What follows belongs to an exercise in optimizing a design on an open flow for small area, a short achievable clock period and few clock cycles; a production flow would make more cautious choices.
Only simulation tests tie the RTL to the original design; equivalence was not proved.
No activity file was given, so power comes from the tool's default toggle rates.

File: flow/design.v
module gpio_top(
	wb_clk_i, wb_rst_i, wb_cyc_i, wb_adr_i, wb_dat_i, wb_sel_i, wb_we_i, wb_stb_i,
	wb_dat_o, wb_ack_o, wb_err_o, wb_inta_o,
	aux_i,
	ext_pad_i, ext_pad_o, ext_padoe_o
  , clk_pad_i 
);
parameter dw = 32;
parameter aw = 8;
parameter gw = 32;
input             wb_clk_i;	 
input             wb_rst_i;	 
input             wb_cyc_i;	 
input   [aw-1:0]	wb_adr_i;	 
input   [dw-1:0]	wb_dat_i;	 
input	  [3:0]     wb_sel_i;	 
input             wb_we_i;	 
input             wb_stb_i;	 
output  [dw-1:0]  wb_dat_o;	 
output            wb_ack_o;	 
output            wb_err_o;	 
output            wb_inta_o;	 
input	  [gw-1:0]  aux_i;		 
input   [gw-1:0]  ext_pad_i;	 
input             clk_pad_i;	 
output  [gw-1:0]  ext_pad_o;	 
output  [gw-1:0]  ext_padoe_o;	 
reg	[gw-1:0]	rgpio_in;	 
reg	[gw-1:0]	rgpio_out;	 
reg	[gw-1:0]	rgpio_oe;	 
reg	[gw-1:0]	rgpio_inte;	 
reg	[gw-1:0]	rgpio_ptrig;	 
reg	[gw-1:0]	rgpio_aux;	 
reg	[1:0]		rgpio_ctrl;	 
reg	[gw-1:0]	rgpio_ints;	 
reg	[gw-1:0]	rgpio_eclk;	 
reg	[gw-1:0]	rgpio_nec;	 
reg  [gw-1:0]  sync      ,
               ext_pad_s ;
wire            rgpio_out_sel;   
wire            rgpio_oe_sel;  
wire            rgpio_inte_sel;  
wire            rgpio_ptrig_sel; 
wire            rgpio_aux_sel;   
wire            rgpio_ctrl_sel;  
wire            rgpio_ints_sel;  
wire            rgpio_eclk_sel ;
wire            rgpio_nec_sel ;
wire            full_decoding;   
wire  [gw-1:0]  in_muxed;  
wire            wb_ack;    
wire            wb_err;    
wire            wb_inta;   
reg   [dw-1:0]  wb_dat;    
reg             wb_ack_o;  
reg             wb_err_o;  
reg             wb_inta_o;   
reg   [dw-1:0]  wb_dat_o;  
wire  [gw-1:0]  out_pad;   
reg   [gw-1:0]  ext_pad_o;   
wire  [gw-1:0]  extc_in;   
wire  [gw-1:0]  pext_clk;  
reg   [gw-1:0]  pextc_sampled;   
reg   [gw-1:0]  nextc_sampled;   
assign wb_ack = wb_cyc_i & wb_stb_i & !wb_err_o;
always @(posedge wb_clk_i or posedge wb_rst_i)
	if (wb_rst_i)
		wb_ack_o <= 1'b0;
	else
		wb_ack_o <= wb_ack & ~wb_ack_o & (!wb_err) ;
assign wb_err = wb_cyc_i & wb_stb_i & !full_decoding;
always @(posedge wb_clk_i or posedge wb_rst_i)
	if (wb_rst_i)
		wb_err_o <= 1'b0;
	else
		wb_err_o <= wb_err & ~wb_err_o;
assign full_decoding = (wb_adr_i[7:6] == {7-6+1{1'b0}}) &
			(wb_adr_i[1:0] == {1-0+1{1'b0}});
assign rgpio_out_sel = wb_cyc_i & wb_stb_i & (wb_adr_i[6-1:1+1] == 8'h1) & full_decoding;
assign rgpio_oe_sel = wb_cyc_i & wb_stb_i & (wb_adr_i[6-1:1+1] == 8'h2) & full_decoding;
assign rgpio_inte_sel = wb_cyc_i & wb_stb_i & (wb_adr_i[6-1:1+1] == 8'h3) & full_decoding;
assign rgpio_ptrig_sel = wb_cyc_i & wb_stb_i & (wb_adr_i[6-1:1+1] == 8'h4) & full_decoding;
assign rgpio_aux_sel = wb_cyc_i & wb_stb_i & (wb_adr_i[6-1:1+1] == 8'h5) & full_decoding;
assign rgpio_ctrl_sel = wb_cyc_i & wb_stb_i & (wb_adr_i[6-1:1+1] == 8'h6) & full_decoding;
assign rgpio_ints_sel = wb_cyc_i & wb_stb_i & (wb_adr_i[6-1:1+1] == 8'h7) & full_decoding;
assign rgpio_eclk_sel = wb_cyc_i & wb_stb_i & (wb_adr_i[6-1:1+1] == 8'h8) & full_decoding;
assign rgpio_nec_sel = wb_cyc_i & wb_stb_i & (wb_adr_i[6-1:1+1] == 8'h9) & full_decoding;
always @(posedge wb_clk_i or posedge wb_rst_i)
	if (wb_rst_i)
		rgpio_ctrl <= 2'b0;
	else if (rgpio_ctrl_sel && wb_we_i)
		rgpio_ctrl <= wb_dat_i[1:0];
	else if (rgpio_ctrl[0])
		rgpio_ctrl[1] <= rgpio_ctrl[1] | wb_inta_o;
always @(posedge wb_clk_i or posedge wb_rst_i)
	if (wb_rst_i)
		rgpio_out <= {gw{1'b0}};
	else if (rgpio_out_sel && wb_we_i)
    begin
     if ( wb_sel_i [3] == 1'b1 )
       rgpio_out [gw-1:24] <= wb_dat_i [gw-1:24] ;
     if ( wb_sel_i [2] == 1'b1 )
       rgpio_out [23:16] <= wb_dat_i [23:16] ;
     if ( wb_sel_i [1] == 1'b1 )
       rgpio_out [15:8] <= wb_dat_i [15:8] ;
     if ( wb_sel_i [0] == 1'b1 )
       rgpio_out [7:0] <= wb_dat_i [7:0] ;
   end
always @(posedge wb_clk_i or posedge wb_rst_i)
	if (wb_rst_i)
		rgpio_oe <= {gw{1'b0}};
	else if (rgpio_oe_sel && wb_we_i)
  begin
     if ( wb_sel_i [3] == 1'b1 )
       rgpio_oe [gw-1:24] <= wb_dat_i [gw-1:24] ;
     if ( wb_sel_i [2] == 1'b1 )
       rgpio_oe [23:16] <= wb_dat_i [23:16] ;
     if ( wb_sel_i [1] == 1'b1 )
       rgpio_oe [15:8] <= wb_dat_i [15:8] ;
     if ( wb_sel_i [0] == 1'b1 )
       rgpio_oe [7:0] <= wb_dat_i [7:0] ;
   end
always @(posedge wb_clk_i or posedge wb_rst_i)
	if (wb_rst_i)
		rgpio_inte <= {gw{1'b0}};
	else if (rgpio_inte_sel && wb_we_i)
  begin
     if ( wb_sel_i [3] == 1'b1 )
       rgpio_inte [gw-1:24] <= wb_dat_i [gw-1:24] ;
     if ( wb_sel_i [2] == 1'b1 )
       rgpio_inte [23:16] <= wb_dat_i [23:16] ;
     if ( wb_sel_i [1] == 1'b1 )
       rgpio_inte [15:8] <= wb_dat_i [15:8] ;
     if ( wb_sel_i [0] == 1'b1 )
       rgpio_inte [7:0] <= wb_dat_i [7:0] ;
   end
always @(posedge wb_clk_i or posedge wb_rst_i)
	if (wb_rst_i)
		rgpio_ptrig <= {gw{1'b0}};
	else if (rgpio_ptrig_sel && wb_we_i)
  begin
     if ( wb_sel_i [3] == 1'b1 )
       rgpio_ptrig [gw-1:24] <= wb_dat_i [gw-1:24] ;
     if ( wb_sel_i [2] == 1'b1 )
       rgpio_ptrig [23:16] <= wb_dat_i [23:16] ;
     if ( wb_sel_i [1] == 1'b1 )
       rgpio_ptrig [15:8] <= wb_dat_i [15:8] ;
     if ( wb_sel_i [0] == 1'b1 )
       rgpio_ptrig [7:0] <= wb_dat_i [7:0] ;
   end
always @(posedge wb_clk_i or posedge wb_rst_i)
	if (wb_rst_i)
		rgpio_aux <= {gw{1'b0}};
	else if (rgpio_aux_sel && wb_we_i)
  begin
     if ( wb_sel_i [3] == 1'b1 )
       rgpio_aux [gw-1:24] <= wb_dat_i [gw-1:24] ;
     if ( wb_sel_i [2] == 1'b1 )
       rgpio_aux [23:16] <= wb_dat_i [23:16] ;
     if ( wb_sel_i [1] == 1'b1 )
       rgpio_aux [15:8] <= wb_dat_i [15:8] ;
     if ( wb_sel_i [0] == 1'b1 )
       rgpio_aux [7:0] <= wb_dat_i [7:0] ;
   end
always @(posedge wb_clk_i or posedge wb_rst_i)
	if (wb_rst_i)
		rgpio_eclk <= {gw{1'b0}};
	else if (rgpio_eclk_sel && wb_we_i)
  begin
     if ( wb_sel_i [3] == 1'b1 )
       rgpio_eclk [gw-1:24] <= wb_dat_i [gw-1:24] ;
     if ( wb_sel_i [2] == 1'b1 )
       rgpio_eclk [23:16] <= wb_dat_i [23:16] ;
     if ( wb_sel_i [1] == 1'b1 )
       rgpio_eclk [15:8] <= wb_dat_i [15:8] ;
     if ( wb_sel_i [0] == 1'b1 )
       rgpio_eclk [7:0] <= wb_dat_i [7:0] ;
   end
always @(posedge wb_clk_i or posedge wb_rst_i)
	if (wb_rst_i)
		rgpio_nec <= {gw{1'b0}};
	else if (rgpio_nec_sel && wb_we_i)
  begin
     if ( wb_sel_i [3] == 1'b1 )
       rgpio_nec [gw-1:24] <= wb_dat_i [gw-1:24] ;
     if ( wb_sel_i [2] == 1'b1 )
       rgpio_nec [23:16] <= wb_dat_i [23:16] ;
     if ( wb_sel_i [1] == 1'b1 )
       rgpio_nec [15:8] <= wb_dat_i [15:8] ;
     if ( wb_sel_i [0] == 1'b1 )
       rgpio_nec [7:0] <= wb_dat_i [7:0] ;
   end
always @(posedge wb_clk_i or posedge wb_rst_i)
  if (wb_rst_i) begin
    sync      <= {gw{1'b0}} ; 
    ext_pad_s <= {gw{1'b0}} ; 
  end else begin
    sync      <= ext_pad_i  ; 
    ext_pad_s <= sync       ; 
  end
always @(posedge wb_clk_i or posedge wb_rst_i)
	if (wb_rst_i)
		rgpio_in <= {gw{1'b0}};
	else
		rgpio_in <= in_muxed;
reg  sync_clk,
     clk_s   ,
     clk_r   ;
wire pedge   ,
     nedge   ;
wire [gw-1:0] pedge_vec   ,
              nedge_vec   ;
wire [gw-1:0] in_lach     ;
assign pedge =  clk_s & !clk_r ; 
assign nedge = !clk_s &  clk_r ; 
assign pedge_vec = {gw{pedge}} ;   
assign nedge_vec = {gw{nedge}} ;   
assign in_lach = (~rgpio_nec & pedge_vec) | (rgpio_nec & nedge_vec) ;
assign extc_in = (in_lach & ext_pad_s) | (~in_lach & pextc_sampled) ;
always @(posedge wb_clk_i or posedge wb_rst_i)
  if (wb_rst_i) begin
    sync_clk <= 1'b0 ;
    clk_s    <= 1'b0 ;
    clk_r    <= 1'b0 ;
  end else begin
    sync_clk <= clk_pad_i ;
    clk_s    <= sync_clk  ;
    clk_r    <= clk_s     ;
  end
always @(posedge wb_clk_i or posedge wb_rst_i)
  if (wb_rst_i) begin
    pextc_sampled <= {gw{1'b0}};
  end else begin
    pextc_sampled <= extc_in ;
  end
assign in_muxed = (rgpio_eclk & pextc_sampled) | (~rgpio_eclk & ext_pad_s) ;
always @(wb_adr_i or rgpio_in or rgpio_out or rgpio_oe or rgpio_inte or
		rgpio_ptrig or rgpio_aux or rgpio_ctrl or rgpio_ints or rgpio_eclk or rgpio_nec)
	case (wb_adr_i[6-1:1+1])
  	8'h1: begin
			wb_dat[dw-1:0] = rgpio_out;
		end
		8'h2: begin
			wb_dat[dw-1:0] = rgpio_oe;
		end
		8'h3: begin
			wb_dat[dw-1:0] = rgpio_inte;
		end
		8'h4: begin
			wb_dat[dw-1:0] = rgpio_ptrig;
		end
		8'h9: begin
			wb_dat[dw-1:0] = rgpio_nec;
		end
		8'h8: begin
			wb_dat[dw-1:0] = rgpio_eclk;
		end
		8'h5: begin
			wb_dat[dw-1:0] = rgpio_aux;
		end
		8'h6: begin
			wb_dat[1:0] = rgpio_ctrl;
			wb_dat[dw-1:2] = {dw-2{1'b0}};
		end
		8'h7: begin
			wb_dat[dw-1:0] = rgpio_ints;
		end
		default: begin
			wb_dat[dw-1:0] = rgpio_in;
		end
	endcase
always @(posedge wb_clk_i or posedge wb_rst_i)
	if (wb_rst_i)
		wb_dat_o <= {dw{1'b0}};
	else
		wb_dat_o <= wb_dat;
always @(posedge wb_clk_i or posedge wb_rst_i)
	if (wb_rst_i)
		rgpio_ints <= {gw{1'b0}};
	else if (rgpio_ints_sel && wb_we_i)
		rgpio_ints <= wb_dat_i[gw-1:0];
	else if (rgpio_ctrl[0])
		rgpio_ints <= (rgpio_ints | ((in_muxed ^ rgpio_in) & ~(in_muxed ^ rgpio_ptrig)) & rgpio_inte);
assign wb_inta = |rgpio_ints ? rgpio_ctrl[0] : 1'b0;
always @(posedge wb_clk_i or posedge wb_rst_i)
	if (wb_rst_i)
		wb_inta_o <= 1'b0;
	else
		wb_inta_o <= wb_inta;
assign ext_padoe_o = rgpio_oe;
assign out_pad = rgpio_out & ~rgpio_aux | aux_i & rgpio_aux;
always @(posedge wb_clk_i or posedge wb_rst_i)
	if (wb_rst_i)
		ext_pad_o <= {gw{1'b0}};
	else
		ext_pad_o <= out_pad;
endmodule
File: flow/run.sh
#!/bin/bash
# synth_recipe.tcl (not shown) runs the flow's synth.tcl, then flattens the netlist and writes it again
# the make line also repeats each setting of config.mk as NAME=value (left out here)
make -C /OpenROAD-flow-scripts/flow DESIGN_CONFIG=/design/flow/config.mk WORK_HOME=/design/flow/orfs CLKGATE_MAP_FILE= SYNTH_SCRIPT=/design/flow/synth_recipe.tcl finish
File: flow/config.mk
export PLATFORM = sky130hd
export DESIGN_NAME = gpio_top
export DESIGN_NICKNAME = gpio_top
export VERILOG_FILES = /design/flow/design.v
export SDC_FILE = /design/flow/constraint.sdc
export NUM_CORES = 4
export LEC_CHECK = 0
export CAP_MARGIN = 20
export CORE_MARGIN = 2
export CORE_UTILIZATION = 40
export PLACE_DENSITY = 0.6
export SLEW_MARGIN = 20
File: flow/constraint.sdc
create_clock -name core_clock -period 5.0 [get_ports {wb_clk_i}]
set_input_delay 1.0000 -clock core_clock [delete_from_list [all_inputs] [get_ports {wb_clk_i}]]
set_output_delay 1.0000 -clock core_clock [all_outputs]
set_load 0.01 [all_outputs]
==> run summary <==
global-route wire length before repair 82500 microns; maximum clock rate 0.309 GHz; global route total overflow 0; die width 220 microns; status timing/DRC/antenna clean; CP max-delay cell clkdlybuf4s50_1; max-slew violations 0; hold depth 0; routed wl met2 25900 microns; Initial Util 0.403; Max Cap Viol 0; number of flops mapped to enable cells by yosys 0; worst skew pair latency 0.59 ns; number of port buffers 212; Met1 Routed Length 24000 microns; crit path DAT 3.71 ns; Hold Crit Class reg -> reg; share of layout cells above drive strength 1 0.263; Die Area 0.0484 sq mm; sequential fraction of the synthesis area 0.611; Ys Warns 1; Yosys cell types 43; Synth Area in Simple Gates 0.0777; hold_buf cts 0; H-tree levels 2; Setup CP Type in -> reg; Vert. Die Dim 220 microns; reg2reg start clk_s$_DFF_PP0_; setup violators final 0; min cycle time layout 3.24 ns; site row count 79; Final period util 0.648; WP data required 5.47 ns; measured slew at the worst slew-check pin 1.16 ns; DP HPWL 34500 microns; critical-path cell list clkdlybuf4s50_1 -> nor4b_4 -> and2_0 -> nand2_1 -> mux2_1; Crit Path Max Fanout 17; Worst Hold End ext_pad_s[26]$_DFF_PP0_; Pleak 10.6 nW; most common cell after layout, fill and taps aside dfrtp_1; Synth async-reset ratio 1.00; Final ANT Viol Nets 0; final core area utilization 0.503; CP Buf/Inv Count 1; total power 8.18 mW; clock sink count 456; CTS Buf Count 50; WL per Instance 24.5 microns; Design Area, Final 0.0233 sq mm; vias in the first global route 13300; R2R depth 5; GP Congestion 0.823; FF-to-FF setup slack 2.76 ns; clk buf depth 3; most frequent cells in the layout dfrtp_1 (456), mux2_2 (309), clkdlybuf4s50_1 (212); Avg Cell Area, Syn 13.8 sq um; DR DRC count 0; Fillers 4004; Synth Area in XOR/XNOR 0; Resized Gates After CTS 0; post-DR vias/cell 5.63; initial drt markers 1068; final wirelength 54500 microns; Clock Skews 0.0159 ns; Worst VDD drop 0.219 mV; pwr dens 351 mW/mm^2; met3 wire length 3080 microns; Main synth FF type dfrtp_1; total number of vias 12500; largest net degree at the start of global routing 83; Adder-Cell Fraction of Synth Area 0; Largest stage delay, worst path 1.00 ns; Slew headroom 0.229; post-synthesis mux area share 0.211; Area Growth Syn to Fin 24.9%; initial antenna violation count 1; clock slew at reported path FFs 0.06 ns; worst hold slack 0.338 ns; Hold Violations, Final 0; TritonCTS clock tree built; largest family of logic cells by synthesized area multiplexers; flops & latches, synth 456; Area after DPL 0.0216 sq mm; Synth Instances 1351; Root Buffer clkbuf_16; Startpoint Class primary input; fin nets 1694; Hold Crit Start sync[26]$_DFF_PP0_; io pins 213; Core ar. 0.0464 sq mm; Post-CTS Setup Bufs 0; Tot GR Track Use 0.229; Initial DRT Pass Iterations 6; family with the most delay on the worst path simple AND/OR/NAND/NOR gates; post-synthesis cell area 0.0187 sq mm; crit path capture type register; unrepaired setup endpoints after global routing no; Post-Syn Nets 1465; compound-gate portion of the synthesized area 0.0869; highest metal used met4
-- power by group --
part           switching [mW]  internal, mW
logic                   0.280         0.248
registers              0.0716          3.81
clock network            1.48          2.29
-- metrics by stage --
stage | TNS [ns] | cells | setup WS (ns)
3_3_place_gp | 0 | 2135 | 1.25
2_1_floorplan | -989.08 | 1351 | -2.17
4_1_cts | 0 | 2225 | 1.82
3_5_place_dp | 0 | 2135 | 1.21
6_report | 0 | 2226 | 1.76
5_1_grt | 0 | 2226 | 1.69
-- flip-flops by register name, indices dropped and copies added, names as in the netlist, named ones only --
register	flops
rgpio_aux	32
wb_ack_o	1
sync_clk	1
rgpio_ctrl	2
rgpio_in	32
wb_dat_o	32
wb_inta_o	1
rgpio_eclk	32
wb_err_o	1
clk_r	1
sync	32
ext_pad_o	32
rgpio_out	32
rgpio_nec	32
rgpio_inte	32
rgpio_ptrig	32
clk_s	1
rgpio_ints	32
ext_pad_s	32
rgpio_oe	32
-- routing by layer --
layer | GRT usage | up-vias
met5 | 0 | -
met4 | 0.0772 | 0
met3 | 0.0414 | 92
met2 | 0.369 | 383
met1 | 0.311 | 6546
li1 | - | 5514
-- cells by family after synthesis --
group	count (synthesis)
simple gates	272
compound gates	204
mux	354
buf+inv	65
flops	456
-- final cells by class --
| cell class | count | area [sq um] | share of cell area |
|---|---|---|---|
| multi-input combinational | 830 | 7070 | 0.303 |
| tap | 607 | 759 | 0.0326 |
| sequential | 456 | 11400 | 0.489 |
| clock buffer | 81 | 1570 | 0.0674 |
| antenna | 1 | 2.50 | 0.000107 |
| clock inverter | 9 | 120 | 0.00515 |
| timing repair buffer | 239 | 2370 | 0.102 |
| inverter | 3 | 15.0 | 0.000644 |
-- synthesized netlist by cell type, types with 3 or more instances --
cell	instances	area [sq um]
a2bb2oi_1	31	272
and3b_1	3	26.3
nor4_1	9	56.3
and2_1	5	31.3
clkbuf_1	59	221
inv_1	3	11.3
mux2_2	309	3480
nor3_1	3	15.0
and3_1	3	18.8
a22oi_1	34	255
nand2b_1	60	375
dfrtp_1	456	11400
and2_0	4	25.0
nand2_1	53	199
nor3b_1	5	37.5
nor2_1	46	173
mux2_1	11	124
o21ai_0	26	130
a222oi_1	30	300
nand4_1	3	18.8
o211ai_1	3	22.5
mux2i_1	34	340
a221oi_1	31	272
nand3_1	59	295
nand2_2	4	25.0
a21oi_1	13	65.1
a22o_1	31	272
-- worst max path at each step --
stage                           start  cells past startpoint  slack, ns                         end
final                     wb_adr_i[4]                      5       1.76  rgpio_ptrig[4]$_DFFE_PP0P_
after global routing      wb_adr_i[2]                      6       1.69   rgpio_aux[30]$_DFFE_PP0P_
after floorplan              wb_rst_i                      1      -2.17                   async pin
after CTS                 wb_adr_i[2]                      6       1.82   rgpio_aux[30]$_DFFE_PP0P_
after global placement    wb_adr_i[2]                      6       1.25   rgpio_aux[13]$_DFFE_PP0P_
after detailed placement  wb_adr_i[2]                      6       1.21   rgpio_aux[30]$_DFFE_PP0P_
Testbench counts, summed over its fixed seeds: cycles 48,000.

re-timing with driven ports:
How much do the figures lean on ideal ports? The routed layout below was timed once more, with nothing changed but the port constraints. Step 1 assumes that a clkbuf_16 drives the clock port and a buf_2 every other input. Step 2 times the ports against the registers' clock, not the clock port: input delays grow and output delays shrink by t, the midpoint of the rising clock arrivals with the driver on. Three values: ideal, step 1, step 2; two values: the first two.
t, ns: 0.638
slack for setup (ns): 1.759 / 1.784 / 1.146
worst slew at a driven data input, ns: 0.08
cell pins on the clock port's net: 1
After both steps setup and hold are still met in this run. For this run, drivers alone change the setup slack by +0.025 ns; drivers and shift together by -0.613 ns.
